Background: an optimization exercise with open tools, aiming at small area. Do not read the settings as production practice.
The RTL was checked by simulation tests, not by an equivalence proof against the original design.
No driver is modelled on the clock port, so clock power and skew are understated where the tree is cut down; a real chip needs a root buffer or a tree.
No activity file was given, so power comes from the tool's default toggle rates.

==> inputs of 07-15 <==
==> flow/design.v <==
module digit_unit (
  input  [3:0] a, input  [3:0] b, input  [1:0] k, input  [1:0] s,
  output reg [3:0] g, output neg, output dz);
  function [4:0] rstep; input [3:0] pr; input bitin; input [3:0] d;
    reg [4:0] t; reg [4:0] df;
    begin t = {pr, bitin}; df = t - {1'b0, d}; rstep = df[4] ? {1'b0, t[3:0]} : {1'b1, df[3:0]}; end
  endfunction
  assign neg = (k == 2'd1) & (a < b);
  assign dz  = (k == 2'd3) & (b == 4'd0);
  wire        sub = (k == 2'd1);
  wire        n   = a < b;
  wire [3:0] ma = a ^ {4{sub & n}};
  wire [3:0] mb = (k == 2'd2) ? b : 4'd1;
  wire [3:0] mc = (k == 2'd0) ? b : sub ? (b ^ {4{~n}}) : 4'd0;
  wire [7:0] full = ma * mb + mc + {7'd0, sub};
  wire [7:0] prd = sub ? {4'd0, full[3:0]} : full;
  wire [4:0] s3 = rstep(4'd0,  a[3], b);
  wire [4:0] s2 = rstep(s3[3:0], a[2], b);
  wire [4:0] s1 = rstep(s2[3:0], a[1], b);
  wire [4:0] s0 = rstep(s1[3:0], a[0], b);
  wire [3:0] qi = {s3[4], s2[4], s1[4], s0[4]};
  wire [3:0] r  = s0[3:0];
  wire [8:0] y  = r * 5'd25;
  wire [4:0] z6 = rstep(y[8:5], y[4], b);
  wire [4:0] z5 = rstep(z6[3:0], y[3], b);
  wire [4:0] z4 = rstep(z5[3:0], y[2], b);
  wire [4:0] z3 = rstep(z4[3:0], y[1], b);
  wire [4:0] z2 = rstep(z3[3:0], y[0], b);
  wire [4:0] z1 = rstep(z2[3:0], 1'b0, b);
  wire [4:0] z0 = rstep(z1[3:0], 1'b0, b);
  wire [6:0] z  = {z6[4], z5[4], z4[4], z3[4], z2[4], z1[4], z0[4]};
  wire [7:0] v = (k == 2'd3) ? {1'b0, z} : prd;
  wire [4:0] c4 = rstep({1'b0, v[7:5]}, v[4], 4'd10);
  wire [4:0] c3 = rstep(c4[3:0], v[3], 4'd10);
  wire [4:0] c2 = rstep(c3[3:0], v[2], 4'd10);
  wire [4:0] c1 = rstep(c2[3:0], v[1], 4'd10);
  wire [4:0] c0 = rstep(c1[3:0], v[0], 4'd10);
  wire [4:0] q10 = {c4[4], c3[4], c2[4], c1[4], c0[4]};
  wire [3:0] u   = c0[3:0];
  wire       h2  = (q10 >= 5'd20);
  wire       h1  = (q10 >= 5'd10) & ~h2;
  wire [3:0] t   = q10[3:0] - (h2 ? 4'd4 : h1 ? 4'd10 : 4'd0);
  always @* begin
    if (dz) g = (s == 2'd0) ? 4'd11 : 4'd0;
    else case (s)
      2'd0: g = u;
      2'd1: g = t;
      2'd2: g = (k == 2'd3) ? ((qi >= 4'd10) ? qi - 4'd10 : qi) : {2'b00, h2, h1};
      default: g = (k == 2'd3) ? {3'd0, qi >= 4'd10} : (neg ? 4'd10 : 4'd0);
    endcase
  end
endmodule
module calculator (
  input        clk,
  input        rst,
  input  [3:0] in_number,
  input  [3:0] arif,
  input  [1:0] key,
  output [3:0] anodes,
  output [7:0] segments,
  output [2:0] led
);
  wire [3:0] nin = rst ? 4'd0 : ~in_number;
  wire ld1 = (key == 2'b10);
  wire ld2 = (key == 2'b01);
  reg [3:0] r1, r2, ind;
  reg [1:0] lq;                       
  always @(posedge clk) begin
    ind <= nin;
    if (ld1 | rst) r1 <= nin;
    if (ld2 | rst) r2 <= nin;
    if (rst) lq <= 2'b10;
    else if (ld1) lq <= 2'b01;
    else if (ld2) lq <= 2'b11;
    else if (arif != 4'b1111) lq <= 2'b10;
  end
  assign led = {~(lq[1] & lq[0]), lq};
  reg [3:0] aA, aB;
  reg [1:0] ak;
  wire valid = (arif == 4'b1110) | (arif == 4'b1101) | (arif == 4'b1011) | (arif == 4'b0111);
  always @(posedge clk) begin
    if (valid | rst) begin
      aA <= r1;
      aB <= rst ? 4'd0 : r2;
      ak <= rst ? 2'd2 : {~arif[2] | ~arif[3], ~arif[1] | ~arif[3]};
    end
  end
  wire       sw = (arif == 4'b1111);
  wire [3:0] xA = sw ? ind : aA;
  wire [3:0] xB = sw ? 4'd0 : aB;
  wire [1:0] xk = sw ? 2'd0 : ak;
  reg  [11:0] sr;
  reg  [1:0]  shift;
  wire        z11   = (sr[10:0] == 11'd0);
  wire        pulse = z11 & ~sr[11];
  wire        fb    = sr[11] ^ sr[0] ^ sr[1] ^ sr[7] ^ z11;
  wire [1:0]  shift_n = shift + {1'b0, pulse};
  always @(posedge clk) begin
    sr    <= rst ? 12'hd41 : {sr[10:0], fb};
    shift <= rst ? 2'd0 : shift_n;
  end
  assign anodes = ~(4'b0001 << shift);
  wire [3:0] g;
  wire neg, dz;
  digit_unit du (.a(xA), .b(xB), .k(xk), .s(shift_n), .g(g), .neg(neg), .dz(dz));
  wire [1:0] cc = dz ? 2'd2 : (xk == 2'd3) ? 2'd3 : neg ? 2'd1 : 2'd0;
  reg [3:0] p;           
  reg [4:0] s1;          
  reg [4:0] code;        
  wire le9 = (p <= 4'd9);
  reg [4:0] f;
  always @* begin
    case (cc)
      2'd0: f = {1'b0, le9 ? p : 4'd0};
      2'd1: f = {1'b0, (p <= 4'd10) ? p : 4'd0};
      2'd2: f = {1'b0, (p == 4'd11) ? 4'd11 : 4'd0};
      default: f = {le9 & (shift_n == 2'd2), le9 ? p : 4'd0};
    endcase
  end
  always @(posedge clk) begin
    p    <= rst ? 4'd0 : g;
    s1   <= rst ? 5'd0 : f;
    code <= rst ? 5'd0 : s1;
  end
  wire [3:0] c = code[3:0];
  wire [15:0] hot = 16'd1 << c;
  wire seg_a = hot[1] | hot[4] | hot[10];
  wire seg_b = hot[5] | hot[6] | hot[11] | hot[10];
  wire seg_c = hot[2] | hot[10] | hot[11];
  wire seg_d = hot[1] | hot[4] | hot[7] | hot[10];
  wire seg_e = hot[1] | hot[3] | hot[4] | hot[5] | hot[7] | hot[9] | hot[10];
  wire seg_f = hot[1] | hot[2] | hot[3] | hot[7] | hot[10];
  wire seg_g = hot[0] | hot[1] | hot[7];
  assign segments = {~code[4], seg_g, seg_f, seg_e, seg_d, seg_c, seg_b, seg_a};
endmodule
==> flow/flow/run.sh <==
#!/bin/bash
# Own layout flow: the standard ORFS flow (standard.sh) with these changes:
#  - synthesis: no hard adder cells, and an area-only ABC script (deepsyn + amap, no upsizing);
#    it runs with several random seeds in parallel and keeps the smallest netlist. The Yosys
#    steps that make the registers are the standard flow's own, so the registers are the standard ones.
#  - minimum-size port buffers (every port still gets one);
#  - a small clock tree: the clock port drives a few clock buffers, one per cluster of flip-flops.
set -euo pipefail
W=$(pwd)
SEEDS=${OWN_SEEDS:-6}
T=${OWN_T:-240}
COMMON=(
  "ADDER_MAP_FILE="
  "ABC_AREA=1"
  "SYNTH_INSBUF=0"
  "BUFFER_PORTS_ARGS=-buffer_cell sky130_fd_sc_hd__buf_1"
)
make_scripts() {   # $1 folder, $2 seed
  rm -rf "$1"
  cp -r "$FLOW_HOME/scripts" "$1"
  sed "s/@SEED@/$2/; s/@T@/$T/" "$W/flow/abc_area.script" > "$1/abc_area.script"
  # the clock tree: own_clock_tree in place of TritonCTS
  sed -i "s|^log_cmd clock_tree_synthesis {\*}\$cts_args|source $W/flow/own_cts.tcl\nown_clock_tree 3 sky130_fd_sc_hd__clkbuf_8\nset_propagated_clock [all_clocks]|" "$1/cts.tcl"
  grep -q own_clock_tree "$1/cts.tcl"
}
for i in $(seq 1 "$SEEDS"); do
  make_scripts "$W/own_scripts_$i" "$i"
  sed "s|$W/orfs|$W/cand_$i|g" "$W/standard.sh" > "$W/standard_$i.sh"
  ( bash "$W/standard_$i.sh" "SCRIPTS_DIR=$W/own_scripts_$i" "${COMMON[@]}" synth > "$W/own_synth_$i.log" 2>&1 \
      && echo ok > "$W/cand_$i.done" ) &
done
wait
best=""; barea=""
for i in $(seq 1 "$SEEDS"); do
  [[ -f "$W/cand_$i.done" ]] || continue
  a=$(grep -o "Chip area for module.*: [0-9.]*" "$W/cand_$i/reports/sky130hd/calculator/base/synth_stat.txt" | grep -o "[0-9.]*$")
  echo "seed $i: synthesis area $a" | tee -a "$W/own_choice.log"
  if [[ -z "$best" ]] || awk "BEGIN{exit !($a < $barea)}"; then best=$i; barea=$a; fi
done
[[ -n "$best" ]]
echo "chosen seed $best ($barea)" | tee -a "$W/own_choice.log"
rm -rf "$W/orfs"
cp -a "$W/cand_$best" "$W/orfs"
for i in $(seq 1 "$SEEDS"); do [[ "$i" == "$best" ]] || rm -rf "$W/cand_$i"; done
bash standard.sh "SCRIPTS_DIR=$W/own_scripts_$best" "${COMMON[@]}" finish > "$W/own_layout.log" 2>&1
==> flow/flow/abc_area.script <==
strash
&get -n
&deepsyn -T @T@ -S @SEED@
&put
dch -f
amap
topo
==> flow/flow/own_cts.tcl <==
# Own clock tree: the clock port drives K buffers directly, each placed at the centre of a
# k-means cluster of the flip-flops and driving that cluster's clock pins.
proc own_clock_tree { k cell } {
  set block [ord::get_db_block]
  set pts {}
  foreach inst [$block getInsts] {
    set m [[$inst getMaster] getName]
    if {![regexp {__e?dfxtp_} $m]} { continue }
    set bb [$inst getBBox]
    lappend pts [list [$inst getName] [expr {([$bb xMin] + [$bb xMax]) / 2.0}] [expr {([$bb yMin] + [$bb yMax]) / 2.0}]]
  }
  set pts [lsort -real -index 1 $pts]
  set n [llength $pts]
  # initial centres: spread along x
  set cs {}
  for {set i 0} {$i < $k} {incr i} {
    set p [lindex $pts [expr {int(($i + 0.5) * $n / $k)}]]
    lappend cs [list [lindex $p 1] [lindex $p 2]]
  }
  for {set it 0} {$it < 50} {incr it} {
    set sum {}
    for {set i 0} {$i < $k} {incr i} { lappend sum [list 0.0 0.0 0] }
    set asg {}
    foreach p $pts {
      set best 0; set bd 1e30
      for {set i 0} {$i < $k} {incr i} {
        set c [lindex $cs $i]
        set d [expr {abs([lindex $p 1] - [lindex $c 0]) + abs([lindex $p 2] - [lindex $c 1])}]
        if {$d < $bd} { set bd $d; set best $i }
      }
      lappend asg $best
      set s [lindex $sum $best]
      lset sum $best [list [expr {[lindex $s 0] + [lindex $p 1]}] [expr {[lindex $s 1] + [lindex $p 2]}] [expr {[lindex $s 2] + 1}]]
    }
    for {set i 0} {$i < $k} {incr i} {
      set s [lindex $sum $i]
      if {[lindex $s 2] > 0} { lset cs $i [list [expr {[lindex $s 0] / [lindex $s 2]}] [expr {[lindex $s 1] / [lindex $s 2]}]] }
    }
  }
  set dbu [$block getDbUnitsPerMicron]
  for {set i 0} {$i < $k} {incr i} {
    set pins {}
    foreach p $pts a $asg { if {$a == $i} { lappend pins [get_pins [lindex $p 0]/CLK] } }
    if {![llength $pins]} { continue }
    set c [lindex $cs $i]
    insert_buffer -buffer_cell $cell -net clk -load_pins $pins \
      -location [list [expr {[lindex $c 0] / $dbu}] [expr {[lindex $c 1] / $dbu}]] \
      -buffer_name clkbuf_own_$i -net_name clk_own_$i
    puts "own clock tree: buffer $i $cell drives [llength $pins] flip-flops"
  }
}
==> flow/standard.sh <==
#!/bin/bash
# synth_recipe.tcl (not shown) runs the flow's synth.tcl, then flattens the netlist and writes it again
# the make line also repeats each setting of config.mk as NAME=value (left out here)
make -C /OpenROAD-flow-scripts/flow DESIGN_CONFIG=/design/flow/config.mk WORK_HOME=/design/flow/orfs CLKGATE_MAP_FILE= SYNTH_SCRIPT=/design/flow/synth_recipe.tcl "${@:-finish}"
==> flow/config.mk <==
export PLATFORM = sky130hd
export DESIGN_NAME = calculator
export DESIGN_NICKNAME = calculator
export VERILOG_FILES = /design/flow/design.v
export SDC_FILE = /design/flow/constraint.sdc
export NUM_CORES = 8
export LEC_CHECK = 0
export CAP_MARGIN = 20
export CORE_MARGIN = 2
export CORE_UTILIZATION = 60
export GPL_TIMING_DRIVEN = 0
export SLEW_MARGIN = 20
==> flow/constraint.sdc <==
create_clock -name core_clock -period 70.0 [get_ports {clk}]
set_input_delay 14.0000 -clock core_clock [delete_from_list [all_inputs] [get_ports {clk}]]
set_output_delay 14.0000 -clock core_clock [all_outputs]
set_load 0.01 [all_outputs]
==> 11-17: changes against 07-15 <==
--- a/flow/design.v
+++ b/flow/design.v
@@ -42,5 +42,5 @@
   wire [3:0] t   = q10[3:0] - (h2 ? 4'd4 : h1 ? 4'd10 : 4'd0);
   always @* begin
-    if (dz) g = (s == 2'd0) ? 4'd11 : 4'd0;
+    if (dz) g = (s == 2'd0) ? 4'd14 : 4'd0;
     else case (s)
       2'd0: g = u;
@@ -90,5 +90,7 @@
   wire [3:0] xB = sw ? 4'd0 : aB;
   wire [1:0] xk = sw ? 2'd0 : ak;
-  reg  [11:0] sr;
+  localparam [11:0] POL = 12'haaa;
+  reg  [11:0] q;
+  wire [11:0] sr = q ^ POL;
   reg  [1:0]  shift;
   wire        z11   = (sr[10:0] == 11'd0);
@@ -97,5 +99,5 @@
   wire [1:0]  shift_n = shift + {1'b0, pulse};
   always @(posedge clk) begin
-    sr    <= rst ? 12'hd41 : {sr[10:0], fb};
+    q     <= rst ? (12'hd41 ^ POL) : ({sr[10:0], fb} ^ POL);
     shift <= rst ? 2'd0 : shift_n;
   end
@@ -106,30 +108,27 @@
   wire [1:0] cc = dz ? 2'd2 : (xk == 2'd3) ? 2'd3 : neg ? 2'd1 : 2'd0;
   reg [3:0] p;           
-  reg [4:0] s1;          
+  reg [4:0] s1n;         
   reg [4:0] code;        
-  wire le9 = (p <= 4'd9);
-  reg [4:0] f;
-  always @* begin
-    case (cc)
-      2'd0: f = {1'b0, le9 ? p : 4'd0};
-      2'd1: f = {1'b0, (p <= 4'd10) ? p : 4'd0};
-      2'd2: f = {1'b0, (p == 4'd11) ? 4'd11 : 4'd0};
-      default: f = {le9 & (shift_n == 2'd2), le9 ? p : 4'd0};
-    endcase
-  end
+  wire       a3 = (shift_n == 2'd2);
+  wire [4:0] f;
+  assign f[0] = (p[0] & ~cc[1]) | (p[0] & cc[0]);
+  assign f[1] = (~p[3] & p[1] & ~cc[1]) | (~p[2] & p[1] & ~cc[1] & cc[0]) | (p[3] & p[2] & cc[1] & ~cc[0]) | (~p[3] & p[1] & cc[0]);
+  assign f[2] = (~p[3] & p[2] & ~cc[1]) | (p[3] & p[2] & cc[1] & ~cc[0]) | (~p[3] & p[2] & cc[0]);
+  assign f[3] = (p[3] & ~p[1] & ~cc[1]) | (p[3] & ~p[1] & cc[0]) | (p[3] & ~p[2] & ~cc[1] & cc[0]) | (p[3] & p[2] & cc[1] & ~cc[0]);
+  assign f[4] = (~p[1] & cc[1] & cc[0] & a3) | (~p[3] & cc[1] & cc[0] & a3);
   always @(posedge clk) begin
     p    <= rst ? 4'd0 : g;
-    s1   <= rst ? 5'd0 : f;
-    code <= rst ? 5'd0 : s1;
+    s1n  <= rst ? 5'h1f : ~f;
+    code <= rst ? 5'd0 : ~s1n;
   end
   wire [3:0] c = code[3:0];
-  wire [15:0] hot = 16'd1 << c;
-  wire seg_a = hot[1] | hot[4] | hot[10];
-  wire seg_b = hot[5] | hot[6] | hot[11] | hot[10];
-  wire seg_c = hot[2] | hot[10] | hot[11];
-  wire seg_d = hot[1] | hot[4] | hot[7] | hot[10];
-  wire seg_e = hot[1] | hot[3] | hot[4] | hot[5] | hot[7] | hot[9] | hot[10];
-  wire seg_f = hot[1] | hot[2] | hot[3] | hot[7] | hot[10];
-  wire seg_g = hot[0] | hot[1] | hot[7];
-  assign segments = {~code[4], seg_g, seg_f, seg_e, seg_d, seg_c, seg_b, seg_a};
+  wire [6:0] sg;
+  assign sg[0] = (~c[3] & ~c[2] & ~c[1] & c[0]) | (c[3] & ~c[2] & c[1]) | (c[2] & ~c[1] & ~c[0]);
+  assign sg[1] = (c[3] & c[1]) | (c[2] & ~c[1] & c[0]) | (c[2] & c[1] & ~c[0]);
+  assign sg[2] = (~c[2] & c[1] & ~c[0]) | (c[3] & c[1]);
+  assign sg[3] = (~c[3] & ~c[2] & ~c[1] & c[0]) | (c[3] & ~c[2] & c[1]) | (c[2] & ~c[1] & ~c[0]) | (c[2] & c[1] & c[0]);
+  assign sg[4] = (c[0]) | (c[3] & ~c[2] & c[1]) | (c[2] & ~c[1]);
+  assign sg[5] = (~c[3] & ~c[2] & c[0]) | (~c[2] & c[1]) | (c[1] & c[0]);
+  assign sg[6] = (~c[3] & ~c[2] & ~c[1]) | (c[2] & c[1] & c[0]);
+  assign segments = {~code[4], sg};
 endmodule
--- a/flow/flow/run.sh
+++ b/flow/flow/run.sh
@@ -8,5 +8,10 @@
 set -euo pipefail
 W=$(pwd)
-SEEDS=${OWN_SEEDS:-6}
+# Synthesis candidates, each an ABC script: "s1 s2 ..." runs deepsyn with seed s1, maps (amap),
+# cleans the mapped netlist with mfs3, for each further seed repeats deepsyn, amap and mfs3 on the
+# result, and ends with two more rounds of amap and mfs3; "plain s" is deepsyn and amap only. mfs3 sometimes aborts, which only drops
+# that candidate. The smallest netlist is kept.
+CANDS=("2 10 11" "2 10" "12 10 11" "7 41 42" "9 10 11" "6 9 10" "1 10 11" "plain 6")
+SEEDS=${#CANDS[@]}
 T=${OWN_T:-240}
 COMMON=(
@@ -16,8 +21,23 @@
   "BUFFER_PORTS_ARGS=-buffer_cell sky130_fd_sc_hd__buf_1"
 )
-make_scripts() {   # $1 folder, $2 seed
+make_scripts() {   # $1 folder, $2 candidate
   rm -rf "$1"
   cp -r "$FLOW_HOME/scripts" "$1"
-  sed "s/@SEED@/$2/; s/@T@/$T/" "$W/flow/abc_area.script" > "$1/abc_area.script"
+  local c=($2) t=$T
+  {
+    echo strash
+    if [[ "${c[0]}" == plain ]]; then
+      printf '&get -n\n&deepsyn -T %s -S %s\n&put\ndch -f\namap\n' "$T" "${c[1]}"
+    else
+      for s in "${c[@]}"; do
+        [[ $t == "$T" ]] || echo strash
+        printf '&get -n\n&deepsyn -T %s -S %s\n&put\ndch -f\namap\nmfs3 -ae\n' "$t" "$s"
+        t=120
+      done
+      # two more rounds of mapping and clean-up on the result
+      printf 'strash\ndch -f\namap\nmfs3 -ae\nstrash\ndch -f\namap\nmfs3 -ae\n'
+    fi
+    echo topo
+  } > "$1/abc_area.script"
   # the clock tree: own_clock_tree in place of TritonCTS
   sed -i "s|^log_cmd clock_tree_synthesis {\*}\$cts_args|source $W/flow/own_cts.tcl\nown_clock_tree 3 sky130_fd_sc_hd__clkbuf_8\nset_propagated_clock [all_clocks]|" "$1/cts.tcl"
@@ -25,5 +45,5 @@
 }
 for i in $(seq 1 "$SEEDS"); do
-  make_scripts "$W/own_scripts_$i" "$i"
+  make_scripts "$W/own_scripts_$i" "${CANDS[$((i - 1))]}"
   sed "s|$W/orfs|$W/cand_$i|g" "$W/standard.sh" > "$W/standard_$i.sh"
   ( bash "$W/standard_$i.sh" "SCRIPTS_DIR=$W/own_scripts_$i" "${COMMON[@]}" synth > "$W/own_synth_$i.log" 2>&1 \
@@ -35,5 +55,5 @@
   [[ -f "$W/cand_$i.done" ]] || continue
   a=$(grep -o "Chip area for module.*: [0-9.]*" "$W/cand_$i/reports/sky130hd/calculator/base/synth_stat.txt" | grep -o "[0-9.]*$")
-  echo "seed $i: synthesis area $a" | tee -a "$W/own_choice.log"
+  echo "candidate $i (${CANDS[$((i - 1))]}): synthesis area $a" | tee -a "$W/own_choice.log"
   if [[ -z "$best" ]] || awk "BEGIN{exit !($a < $barea)}"; then best=$i; barea=$a; fi
 done
--- a/flow/config.mk
+++ b/flow/config.mk
@@ -6,7 +6,7 @@
 export NUM_CORES = 8
 export LEC_CHECK = 0
-export CAP_MARGIN = 20
+export CAP_MARGIN = 0
 export CORE_MARGIN = 2
 export CORE_UTILIZATION = 60
 export GPL_TIMING_DRIVEN = 0
-export SLEW_MARGIN = 20
+export SLEW_MARGIN = 0
removed: flow/flow/abc_area.script
==> summary of the runs <==
Between 07-15 and 11-17, the lower global-route usage is in 11-17 (gap 0.20 points).
In clock power, 07-15 and 11-17 hardly differ.
Against 07-15, the first-iteration DRC count of 11-17 is higher by 24%.
In 11-17 the sequential power is larger than in 07-15, by about 2%.
Routed wire length: 11-17 is lower than 07-15 (9.4%).
Of 07-15 and 11-17, 07-15 has the higher cell area (gap 7.3%, measured against 11-17).
Against 11-17, the die area of 07-15 is larger by about 7%.
==> figures <==
quantity	11-17	07-15
Multi-input gate share of total cell area	56.0%	56.5%
HPWL after DPL	6850 um	7510 um
Share of power burned in combinational logic	57.8%	62.3%
Highest Clock Rate	0.0396 GHz	0.0357 GHz
Design area	0.00366 mm2	0.00393 mm2
Run status	finished clean	finished clean
Ratio of layout area to synthesized area	1.067x	1.063x
Post-layout instance count excluding filler cells	602	660
Post-route met1 wirelength	4060 um	4230 um
Xor and xnor fraction of the mapped netlist area	0.255%	0.237%
Detailed-routing iteration count for the pre-antenna-repair pass	7	5
Terminus of the critical flop-to-flop path	p[3]$_SDFF_PP0_	p[0]$_SDFF_PP0_
Largest driver fanout on the critical path	9	13
Unique cell type count in the Yosys netlist	43	37
Power, Total	116 uW	127 uW
Post-synthesis net count	513	568
In every run of this note, the design's own scripts or RTL, not TritonCTS, make the clock network.

re-timing with driven ports:
No port has a modelled driver above. Below, the same layouts with a new extraction and two added sets of constraints.
Step 1 (the two cells are an assumption about what drives the block):
set clk [get_ports {clk}]
set_driving_cell -lib_cell sky130_fd_sc_hd__clkbuf_16 $clk
set_driving_cell -lib_cell sky130_fd_sc_hd__buf_2 [delete_from_list [all_inputs] $clk]
Step 2 adds t to the input delays and takes it off the output delays; t is the mean of the earliest and latest rising clock arrival at the registers after step 1. Input paths then give back, and output paths get back, about the clock's delay inside the block.
Three values: ideal, step 1, step 2; two values: the first two.
run	t (ns)	setup slack, ns	worst register clock-pin slew, ns	worst data-port slew with drivers (ns)
07-15	0.198	41.971 / 41.996 / 41.798	0.10 / 0.10	0.03
11-17	0.200	44.755 / 44.782 / 44.582	0.10 / 0.10	0.03
After both steps every run listed still meets setup and hold.
